This design comes from an exercise in tuning for small area and a short achievable clock period on the open sky130 flow, not from production work.
Only simulation tests tie the RTL to the original design; equivalence was not proved.
No activity file was given, so power comes from the tool's default toggle rates.

==> inputs of try-delta <==
// cpu_top
module cpu_top(
    input   wire        clk,
    input   wire        rstn,
    input   wire        vga_en,      
    input   wire[1:0]   vga_dir,     
    output  wire[31:0]  vga_pos,     
    output  wire[9:0]   imem_addr,
    input   wire[31:0]  imem_rdata,
    output  wire[9:0]   dmem_addr,
    output  wire[31:0]  dmem_wdata,
    output  wire        dmem_we,
    output  wire        dmem_re,
    input   wire[31:0]  dmem_rdata
    );
==> flow/config.mk <==
export PLATFORM = sky130hd
export DESIGN_NAME = cpu_top
export DESIGN_NICKNAME = cpu_top
export VERILOG_FILES = /design/flow/design.v
export SDC_FILE = /design/flow/constraint.sdc
export NUM_CORES = 4
export LEC_CHECK = 0
export CAP_MARGIN = 20
export CORE_MARGIN = 2
export CORE_UTILIZATION = 60
export CTS_CLUSTER_DIAMETER = 70
export CTS_CLUSTER_SIZE = 26
export SLEW_MARGIN = 20
export SYNTH_HIERARCHICAL = 1
==> flow/constraint.sdc <==
create_clock -name core_clock -period 11.0 [get_ports {clk}]
set_input_delay 2.2000 -clock core_clock [delete_from_list [all_inputs] [get_ports {clk}]]
set_output_delay 2.2000 -clock core_clock [all_outputs]
set_load 0.01 [all_outputs]
standard.sh (not shown) runs the stock make flow with config.mk's settings and CLKGATE_MAP_FILE= SYNTH_SCRIPT=/design/flow/synth_recipe.tcl, a recipe that flattens the netlist after the stock synthesis.
==> flow/flow/run.sh <==
#!/bin/bash
set -e
export BUFFER_PORTS_ARGS="-buffer_cell sky130_fd_sc_hd__buf_2"
export SETUP_SLACK_MARGIN=7.5
bash standard.sh > standard_flow.log 2>&1
==> try-harbor: changes against try-delta <==
--- a/flow/design.v
+++ b/flow/design.v
@@ -20,24 +20,16 @@
     input   wire        a,
     input   wire        b,
     input   wire        c,
     input   wire        d,
     output  wire        y
     );
     assign y = ~(a & b & c & d);
 endmodule
-module rf_hold(
-    input   wire        we,
-    input   wire        d,
-    input   wire        q,
-    output  wire        y
-    );
-    assign y = we ? d : q;
-endmodule
 module rf_rdport(
     input   wire[31:0]      sel,
     input   wire[1023:0]    rf,      
     output  wire[31:0]      q0,
     output  wire[31:0]      q1,
     output  wire[31:0]      q2
     );
     genvar b, j, i;
@@ -73,25 +65,16 @@
     input   wire        a1,
     input   wire        a2,
     input   wire        b1,
     input   wire        b2,
     output  wire        y
     );
     assign y = ~((a1 & a2) | (b1 & b2));
 endmodule
-module fw_oai31(
-    input   wire        a1,
-    input   wire        a2,
-    input   wire        a3,
-    input   wire        b1,
-    output  wire        y
-    );
-    assign y = ~((a1 | a2 | a3) & b1);
-endmodule
 module fw_nor3(
     input   wire        a,
     input   wire        b,
     input   wire        c,
     output  wire        y
     );
     assign y = ~(a | b | c);
 endmodule
@@ -155,32 +138,32 @@
     output  wire[31:0]  op
     );
     wire es = s[0] & re[0];
     wire e2 = s[0] & re[2];
     wire e3 = s[0] & re[3];
     genvar i;
     generate
         for (i = 0; i < 32; i = i + 1) begin : g_b
-            wire te, ta, tb, tc;
-            fw_nand2 u_e(.a(es), .b(sum[i]), .y(te));
-            fw_oai31 u_b(.a1(q0[i]), .a2(q1[i]), .a3(q2[i]), .b1(s[4]), .y(tb));
-            if (i == 0) begin : g_s
-                fw_aoi222 u_a(.a1(s[1]), .a2(ld[i]), .b1(s[2]), .b2(ma[i]),
-                              .c1(e2), .c2(slt), .y(ta));
-                fw_aoi222 u_c(.a1(s[0]), .a2(lr[i]), .b1(s[3]), .b2(vv[i]),
-                              .c1(e3), .c2(sltu), .y(tc));
-            end else if (i < 3) begin : g_v
-                fw_aoi22 u_a(.a1(s[1]), .a2(ld[i]), .b1(s[2]), .b2(ma[i]), .y(ta));
+            wire ta, tb, tc;
+            fw_aoi222 u_a(.a1(es), .a2(sum[i]), .b1(s[1]), .b2(ld[i]),
+                          .c1(s[2]), .c2(ma[i]), .y(ta));
+            fw_nor3 u_b(.a(q0[i]), .b(q1[i]), .c(q2[i]), .y(tb));
+            if (i < 3) begin : g_v
                 fw_aoi22 u_c(.a1(s[0]), .a2(lr[i]), .b1(s[3]), .b2(vv[i]), .y(tc));
             end else begin : g_n
-                fw_aoi22 u_a(.a1(s[1]), .a2(ld[i]), .b1(s[2]), .b2(ma[i]), .y(ta));
                 fw_nand2 u_c(.a(s[0]), .b(lr[i]), .y(tc));
             end
-            fw_nand4 u_o(.a(te), .b(ta), .c(tb), .d(tc), .y(op[i]));
+            if (i == 0) begin : g_s
+                wire td;
+                fw_aoi22 u_d(.a1(e2), .a2(slt), .b1(e3), .b2(sltu), .y(td));
+                fw_nand4 u_o(.a(ta), .b(tb), .c(tc), .d(td), .y(op[i]));
+            end else begin : g_o
+                fw_nand3 u_o(.a(ta), .b(tb), .c(tc), .y(op[i]));
+            end
         end
     endgenerate
 endmodule
 module fw_eq(
     input   wire[31:0]  a,
     input   wire[31:0]  b,
     output  wire        eq0,
     output  wire        eq1,
@@ -378,28 +361,31 @@
 always @(posedge clk) begin
     pc <= pc_next;
 end
 reg         id_valid;
 reg  [9:0]  id_pc;
 reg  [5:0]  id_op;
 reg  [20:0] id_lo;           
 wire [31:0] id_instr = {id_op, 5'b0, id_lo};
-reg  [31:0] sel1, sel2;      
+reg  [3:0]  lo1, lo2;        
+reg  [7:0]  hi1, hi2;        
 reg  [4:0]  s1, s2;          
 wire [4:0]  f_rs = imem_rdata[25:21];
 wire [4:0]  f_rt = imem_rdata[20:16];
 wire [4:0]  s1_d, s2_d;
 always @(posedge clk) begin
     id_valid <= !rst;
     id_pc    <= pc4;
     id_op    <= imem_rdata[31:26];
     id_lo    <= imem_rdata[20:0];
-    sel1     <= 32'b1 << f_rs;
-    sel2     <= 32'b1 << f_rt;
+    lo1      <= 4'b1 << f_rs[1:0];
+    hi1      <= 8'b1 << f_rs[4:2];
+    lo2      <= 4'b1 << f_rt[1:0];
+    hi2      <= 8'b1 << f_rt[4:2];
     s1       <= s1_d;
     s2       <= s2_d;
 end
 wire [5:0]  opc = id_instr[31:26];
 wire [5:0]  fn  = id_instr[5:0];
 wire [4:0]  rt  = id_instr[20:16];
 wire [4:0]  rd  = id_instr[15:11];
 wire [15:0] imm = id_instr[15:0];
@@ -451,38 +437,36 @@
     for (j = 0; j < 32; j = j + 1) begin : g_rf
         reg  [31:0] r;
         wire wi = rst_q || (mem_rw && (mem_wa == j));
         if (j == 6) begin : g_v
             always @(posedge clk) begin
                 if (wi)            r <= wd;
                 else if (vga_pend) r <= vga_val;
             end
-        end else if (j == 1) begin : g_p
-            wire [31:0] nx;
-            genvar b;
-            for (b = 0; b < 32; b = b + 1) begin : g_h
-                rf_hold u_hold(.we(wi), .d(wd[b]), .q(r[b]), .y(nx[b]));
-            end
-            always @(posedge clk) begin
-                r <= nx;
-            end
         end else begin : g_n
             always @(posedge clk) begin
                 if (wi) r <= wd;
             end
         end
         assign rf_flat[j*32 +: 32] = r;
     end
 endgenerate
 always @(posedge clk) begin
     en_d     <= vga_en;
     vga_pend <= n_vga;
 end
 assign vga_pos = rf_flat[32 +: 32];
+wire [31:0] sel1, sel2;
+generate
+    for (j = 0; j < 32; j = j + 1) begin : g_sel
+        assign sel1[j] = hi1[j / 4] & lo1[j % 4] & s1[4];
+        assign sel2[j] = hi2[j / 4] & lo2[j % 4] & s2[4];
+    end
+endgenerate
 wire [31:0] r1q0, r1q1, r1q2, r2q0, r2q1, r2q2;
 rf_rdport u_rd1(.sel(sel1), .rf(rf_flat), .q0(r1q0), .q1(r1q1), .q2(r1q2));
 rf_rdport u_rd2(.sel(sel2), .rf(rf_flat), .q0(r2q0), .q1(r2q1), .q2(r2q2));
 wire n_ex_rw   = !rst && d_rw;
 wire n_mem_rw  = !rst && ex_rw;
 wire n_mem_m2r = !rst && ex_m2r;
 wire n_vga     = !en_d && vga_en && !mem_rw;        
 wire fe1 = n_ex_rw  && (d_wa  == f_rs);
==> flow/flow/run.sh (replaced) <==
#!/bin/bash
set -e
export BUFFER_PORTS_ARGS="-buffer_cell sky130_fd_sc_hd__buf_2"
export SETUP_SLACK_MARGIN=7.3
bash standard.sh > standard_flow.log 2>&1
- CTS_CLUSTER_DIAMETER: 70 -> not set
- CTS_CLUSTER_SIZE: 26 -> not set
==> try-violet: changes against try-delta <==
--- a/flow/design.v
+++ b/flow/design.v
@@ -20,24 +20,16 @@
     input   wire        a,
     input   wire        b,
     input   wire        c,
     input   wire        d,
     output  wire        y
     );
     assign y = ~(a & b & c & d);
 endmodule
-module rf_hold(
-    input   wire        we,
-    input   wire        d,
-    input   wire        q,
-    output  wire        y
-    );
-    assign y = we ? d : q;
-endmodule
 module rf_rdport(
     input   wire[31:0]      sel,
     input   wire[1023:0]    rf,      
     output  wire[31:0]      q0,
     output  wire[31:0]      q1,
     output  wire[31:0]      q2
     );
     genvar b, j, i;
@@ -451,25 +443,16 @@
     for (j = 0; j < 32; j = j + 1) begin : g_rf
         reg  [31:0] r;
         wire wi = rst_q || (mem_rw && (mem_wa == j));
         if (j == 6) begin : g_v
             always @(posedge clk) begin
                 if (wi)            r <= wd;
                 else if (vga_pend) r <= vga_val;
             end
-        end else if (j == 1) begin : g_p
-            wire [31:0] nx;
-            genvar b;
-            for (b = 0; b < 32; b = b + 1) begin : g_h
-                rf_hold u_hold(.we(wi), .d(wd[b]), .q(r[b]), .y(nx[b]));
-            end
-            always @(posedge clk) begin
-                r <= nx;
-            end
         end else begin : g_n
             always @(posedge clk) begin
                 if (wi) r <= wd;
             end
         end
         assign rf_flat[j*32 +: 32] = r;
     end
 endgenerate
==> flow/flow/run.sh (replaced) <==
#!/bin/bash
set -e
export BUFFER_PORTS_ARGS="-buffer_cell sky130_fd_sc_hd__buf_2"
export SETUP_SLACK_MARGIN=7.4
bash standard.sh > standard_flow.log 2>&1
==> try-quartz: changes against try-delta <==
--- a/flow/design.v
+++ b/flow/design.v
@@ -1,42 +1,39 @@
 `timescale 1ns / 1ps
 module rf_aoi6(
     input   wire[2:0]   s,       
     input   wire[2:0]   d,       
     output  wire        y
     );
     assign y = ~(|(s & d));
 endmodule
-module rf_grp(
-    input   wire        p8,
-    input   wire        p9,
+module rf_aoi4(
     input   wire[1:0]   s,
     input   wire[1:0]   d,
     output  wire        y
     );
-    wire p10 = ~(|(s & d));
-    assign y = ~(p8 & p9 & p10);
+    assign y = ~(|(s & d));
 endmodule
 module rf_nand4(
     input   wire        a,
     input   wire        b,
     input   wire        c,
     input   wire        d,
     output  wire        y
     );
     assign y = ~(a & b & c & d);
 endmodule
-module rf_hold(
-    input   wire        we,
-    input   wire        d,
-    input   wire        q,
+module rf_nand3(
+    input   wire        a,
+    input   wire        b,
+    input   wire        c,
     output  wire        y
     );
-    assign y = we ? d : q;
+    assign y = ~(a & b & c);
 endmodule
 module rf_rdport(
     input   wire[31:0]      sel,
     input   wire[1023:0]    rf,      
     output  wire[31:0]      q0,
     output  wire[31:0]      q1,
     output  wire[31:0]      q2
     );
@@ -46,19 +43,20 @@
             wire [31:0] col;
             wire [10:0] p;
             for (j = 0; j < 32; j = j + 1) begin : g_col
                 assign col[j] = rf[j*32 + b];
             end
             for (i = 0; i < 10; i = i + 1) begin : g_aoi
                 rf_aoi6 u_aoi(.s(sel[3*i +: 3]), .d(col[3*i +: 3]), .y(p[i]));
             end
+            rf_aoi4 u_aoi4(.s(sel[31:30]), .d(col[31:30]), .y(p[10]));
             rf_nand4 u_n0(.a(p[0]), .b(p[1]), .c(p[2]), .d(p[3]), .y(q0[b]));
             rf_nand4 u_n1(.a(p[4]), .b(p[5]), .c(p[6]), .d(p[7]), .y(q1[b]));
-            rf_grp u_n2(.p8(p[8]), .p9(p[9]), .s(sel[31:30]), .d(col[31:30]), .y(q2[b]));
+            rf_nand3 u_n2(.a(p[8]), .b(p[9]), .c(p[10]), .y(q2[b]));
         end
     endgenerate
 endmodule
 `timescale 1ns / 1ps
 module fw_aoi222(
     input   wire        a1,
     input   wire        a2,
     input   wire        b1,
@@ -73,25 +71,16 @@
     input   wire        a1,
     input   wire        a2,
     input   wire        b1,
     input   wire        b2,
     output  wire        y
     );
     assign y = ~((a1 & a2) | (b1 & b2));
 endmodule
-module fw_oai31(
-    input   wire        a1,
-    input   wire        a2,
-    input   wire        a3,
-    input   wire        b1,
-    output  wire        y
-    );
-    assign y = ~((a1 | a2 | a3) & b1);
-endmodule
 module fw_nor3(
     input   wire        a,
     input   wire        b,
     input   wire        c,
     output  wire        y
     );
     assign y = ~(a | b | c);
 endmodule
@@ -155,32 +144,32 @@
     output  wire[31:0]  op
     );
     wire es = s[0] & re[0];
     wire e2 = s[0] & re[2];
     wire e3 = s[0] & re[3];
     genvar i;
     generate
         for (i = 0; i < 32; i = i + 1) begin : g_b
-            wire te, ta, tb, tc;
-            fw_nand2 u_e(.a(es), .b(sum[i]), .y(te));
-            fw_oai31 u_b(.a1(q0[i]), .a2(q1[i]), .a3(q2[i]), .b1(s[4]), .y(tb));
-            if (i == 0) begin : g_s
-                fw_aoi222 u_a(.a1(s[1]), .a2(ld[i]), .b1(s[2]), .b2(ma[i]),
-                              .c1(e2), .c2(slt), .y(ta));
-                fw_aoi222 u_c(.a1(s[0]), .a2(lr[i]), .b1(s[3]), .b2(vv[i]),
-                              .c1(e3), .c2(sltu), .y(tc));
-            end else if (i < 3) begin : g_v
-                fw_aoi22 u_a(.a1(s[1]), .a2(ld[i]), .b1(s[2]), .b2(ma[i]), .y(ta));
+            wire ta, tb, tc;
+            fw_aoi222 u_a(.a1(es), .a2(sum[i]), .b1(s[1]), .b2(ld[i]),
+                          .c1(s[2]), .c2(ma[i]), .y(ta));
+            fw_nor3 u_b(.a(q0[i]), .b(q1[i]), .c(q2[i]), .y(tb));
+            if (i < 3) begin : g_v
                 fw_aoi22 u_c(.a1(s[0]), .a2(lr[i]), .b1(s[3]), .b2(vv[i]), .y(tc));
             end else begin : g_n
-                fw_aoi22 u_a(.a1(s[1]), .a2(ld[i]), .b1(s[2]), .b2(ma[i]), .y(ta));
                 fw_nand2 u_c(.a(s[0]), .b(lr[i]), .y(tc));
             end
-            fw_nand4 u_o(.a(te), .b(ta), .c(tb), .d(tc), .y(op[i]));
+            if (i == 0) begin : g_s
+                wire td;
+                fw_aoi22 u_d(.a1(e2), .a2(slt), .b1(e3), .b2(sltu), .y(td));
+                fw_nand4 u_o(.a(ta), .b(tb), .c(tc), .d(td), .y(op[i]));
+            end else begin : g_o
+                fw_nand3 u_o(.a(ta), .b(tb), .c(tc), .y(op[i]));
+            end
         end
     endgenerate
 endmodule
 module fw_eq(
     input   wire[31:0]  a,
     input   wire[31:0]  b,
     output  wire        eq0,
     output  wire        eq1,
@@ -278,22 +267,23 @@
     );
     assign y = x ? ~c : a;
 endmodule
 module add32(
     input   wire[31:0]  a,
     input   wire[31:0]  b,
     input   wire        ci,
     output  wire[31:0]  s,
-    output  wire[31:0]  x,       
+    output  wire        x31,     
     output  wire        c31,     
     output  wire        con      
     );
     wire [32:0] g [0:6];
     wire [32:0] p [0:6];
+    wire [31:0] x;
     genvar i, l;
     generate
         ks_inv u_ci(.a(ci), .y(g[0][0]));
         assign p[0][0] = 1'b1;               
         for (i = 0; i < 32; i = i + 1) begin : g_pg
             ks_pg u_pg(.a(a[i]), .b(b[i]), .gn(g[0][i+1]), .pn(p[0][i+1]));
             ks_xor u_x(.a(a[i]), .b(b[i]), .y(x[i]));
         end
@@ -317,42 +307,42 @@
                 end
             end
         end
         for (i = 0; i < 32; i = i + 1) begin : g_s
             ks_xor u_s(.a(x[i]), .b(g[5][i]), .y(s[i]));
         end
     endgenerate
     assign con = g[6][32];
+    assign x31 = x[31];
     assign c31 = g[5][31];
 endmodule
 module alu(
     input   wire[31:0]  a,
     input   wire[31:0]  in2x,
     input   wire        sub,
     input   wire[3:0]   rsel,
     input   wire[1:0]   lop,     
     input   wire        lui,
     output  wire[31:0]  sum,     
     output  wire        slt,
     output  wire        sltu,
     output  wire[31:0]  lr,      
     output  wire[31:0]  y
     );
-    wire [31:0] x;
-    wire        c31;
-    add32 u_add(.a(a), .b(in2x), .ci(sub), .s(sum), .x(x), .c31(c31), .con(sltu));
-    alu_slt u_slt(.x(x[31]), .c(c31), .a(a[31]), .y(slt));
+    wire        x31, c31;
+    add32 u_add(.a(a), .b(in2x), .ci(sub), .s(sum), .x31(x31), .c31(c31), .con(sltu));
+    alu_slt u_slt(.x(x31), .c(c31), .a(a[31]), .y(slt));
     reg  [31:0] lres;
     always @(*) begin
         case (lop)
-            2'b00: lres = a & ~x;
-            2'b01: lres = a | x;
-            2'b10: lres = x;
-            default: lres = lui ? {in2x[15:0], 16'b0} : ~(a | x);
+            2'b00: lres = a & in2x;
+            2'b01: lres = a | in2x;
+            2'b10: lres = a ^ in2x;
+            default: lres = lui ? {in2x[15:0], 16'b0} : ~(a | in2x);
         endcase
     end
     assign lr = {32{rsel[1]}} & lres;
     assign y  = ({32{rsel[0]}} & sum) | lr | {31'b0, (rsel[2] & slt) | (rsel[3] & sltu)};
 endmodule
 `timescale 1ns / 1ps
 module cpu_top(
     input   wire        clk,
@@ -378,28 +368,31 @@
 always @(posedge clk) begin
     pc <= pc_next;
 end
 reg         id_valid;
 reg  [9:0]  id_pc;
 reg  [5:0]  id_op;
 reg  [20:0] id_lo;           
 wire [31:0] id_instr = {id_op, 5'b0, id_lo};
-reg  [31:0] sel1, sel2;      
+reg  [3:0]  lo1, lo2;        
+reg  [7:0]  hi1, hi2;        
 reg  [4:0]  s1, s2;          
 wire [4:0]  f_rs = imem_rdata[25:21];
 wire [4:0]  f_rt = imem_rdata[20:16];
 wire [4:0]  s1_d, s2_d;
 always @(posedge clk) begin
     id_valid <= !rst;
     id_pc    <= pc4;
     id_op    <= imem_rdata[31:26];
     id_lo    <= imem_rdata[20:0];
-    sel1     <= 32'b1 << f_rs;
-    sel2     <= 32'b1 << f_rt;
+    lo1      <= 4'b1 << f_rs[1:0];
+    hi1      <= 8'b1 << f_rs[4:2];
+    lo2      <= 4'b1 << f_rt[1:0];
+    hi2      <= 8'b1 << f_rt[4:2];
     s1       <= s1_d;
     s2       <= s2_d;
 end
 wire [5:0]  opc = id_instr[31:26];
 wire [5:0]  fn  = id_instr[5:0];
 wire [4:0]  rt  = id_instr[20:16];
 wire [4:0]  rd  = id_instr[15:11];
 wire [15:0] imm = id_instr[15:0];
@@ -451,38 +444,36 @@
     for (j = 0; j < 32; j = j + 1) begin : g_rf
         reg  [31:0] r;
         wire wi = rst_q || (mem_rw && (mem_wa == j));
         if (j == 6) begin : g_v
             always @(posedge clk) begin
                 if (wi)            r <= wd;
                 else if (vga_pend) r <= vga_val;
             end
-        end else if (j == 1) begin : g_p
-            wire [31:0] nx;
-            genvar b;
-            for (b = 0; b < 32; b = b + 1) begin : g_h
-                rf_hold u_hold(.we(wi), .d(wd[b]), .q(r[b]), .y(nx[b]));
-            end
-            always @(posedge clk) begin
-                r <= nx;
-            end
         end else begin : g_n
             always @(posedge clk) begin
                 if (wi) r <= wd;
             end
         end
         assign rf_flat[j*32 +: 32] = r;
     end
 endgenerate
 always @(posedge clk) begin
     en_d     <= vga_en;
     vga_pend <= n_vga;
 end
 assign vga_pos = rf_flat[32 +: 32];
+wire [31:0] sel1, sel2;
+generate
+    for (j = 0; j < 32; j = j + 1) begin : g_sel
+        assign sel1[j] = hi1[j / 4] & lo1[j % 4] & s1[4];
+        assign sel2[j] = hi2[j / 4] & lo2[j % 4] & s2[4];
+    end
+endgenerate
 wire [31:0] r1q0, r1q1, r1q2, r2q0, r2q1, r2q2;
 rf_rdport u_rd1(.sel(sel1), .rf(rf_flat), .q0(r1q0), .q1(r1q1), .q2(r1q2));
 rf_rdport u_rd2(.sel(sel2), .rf(rf_flat), .q0(r2q0), .q1(r2q1), .q2(r2q2));
 wire n_ex_rw   = !rst && d_rw;
 wire n_mem_rw  = !rst && ex_rw;
 wire n_mem_m2r = !rst && ex_m2r;
 wire n_vga     = !en_d && vga_en && !mem_rw;        
 wire fe1 = n_ex_rw  && (d_wa  == f_rs);
- CTS_CLUSTER_DIAMETER: 70 -> not set
- CTS_CLUSTER_SIZE: 26 -> not set
==> impl_metrics.json <==
{
  "final_util": 0.674,
  "p_seq_mw": 7.25,
  "pwr-share-clk": 0.241,
  "dieArea_um2": 96200,
  "r2r_end": "pc[8]",
  "status": "no timing/DRC/antenna violations",
  "hold_start": "ex_sd[8]"
}
the above is filed under try-violet

==> impl_metrics.json <==
{
  "status": "no timing/DRC/antenna violations",
  "p_seq_mw": 7.13,
  "hold_start": "ex_sd[26]",
  "r2r_end": "pc[4]",
  "io_pins": 155,
  "final_util": 0.700,
  "pwr-share-clk": 0.309
}
the above is filed under try-quartz

==> impl_metrics.json <==
{
  "status": "no timing/DRC/antenna violations",
  "hold_start": "ex_sd[18]",
  "dieArea_um2": 96900,
  "pwr-share-clk": 0.233,
  "final_util": 0.677,
  "r2r_end": "pc[8]"
}
the above is filed under try-delta

==> impl_metrics.json <==
{
  "status": "no timing/DRC/antenna violations",
  "placedCellCount": 5168,
  "r2r_end": "pc[4]",
  "dieArea_um2": 94200,
  "final_util": 0.702,
  "syn_avg_cell_area_um2": 14.5,
  "hold_start": "ex_sd[8]",
  "p_seq_mw": 7.10
}
the above is filed under try-harbor

[port drivers added, routing unchanged]
How much do the figures lean on ideal ports? The routed layouts below were timed once more, with nothing changed but the port constraints.
Step 1 sets driving cells, clkbuf_16 on the clock port and buf_2 on the other inputs (assumed; they add their load-dependent delay and slew).
Step 2 moves the port delays by t, midway between the first and last clock arrival at a register: inputs arrive t later, outputs are due t later. That takes back most of the time a late clock gives input paths.
a / b / c = no drivers / after step 1 / after step 2; a / b = the first two.
| run | shift t [ns] | slack for setup (ns) | hold slack, ns | worst setup path at the end |
|---|---|---|---|---|
| try-delta | 0.750 | 7.212 / 7.212 / 6.788 | 0.335 / 0.335 / 0.335 | input to register |
| try-harbor | 0.824 | 7.096 / 7.096 / 6.717 | 0.331 / 0.331 / 0.331 | input to register |
| try-violet | 0.750 | 7.349 / 7.300 / 6.731 | 0.325 / 0.325 / 0.325 | input to register |
| try-quartz | 0.822 | 7.123 / 7.123 / 6.693 | 0.325 / 0.325 / 0.325 | input to register |
After both steps setup and hold are still met in every run listed. The setup slack of try-violet, which loses most, moves by -0.049 ns with the drivers and by -0.618 ns with both steps.
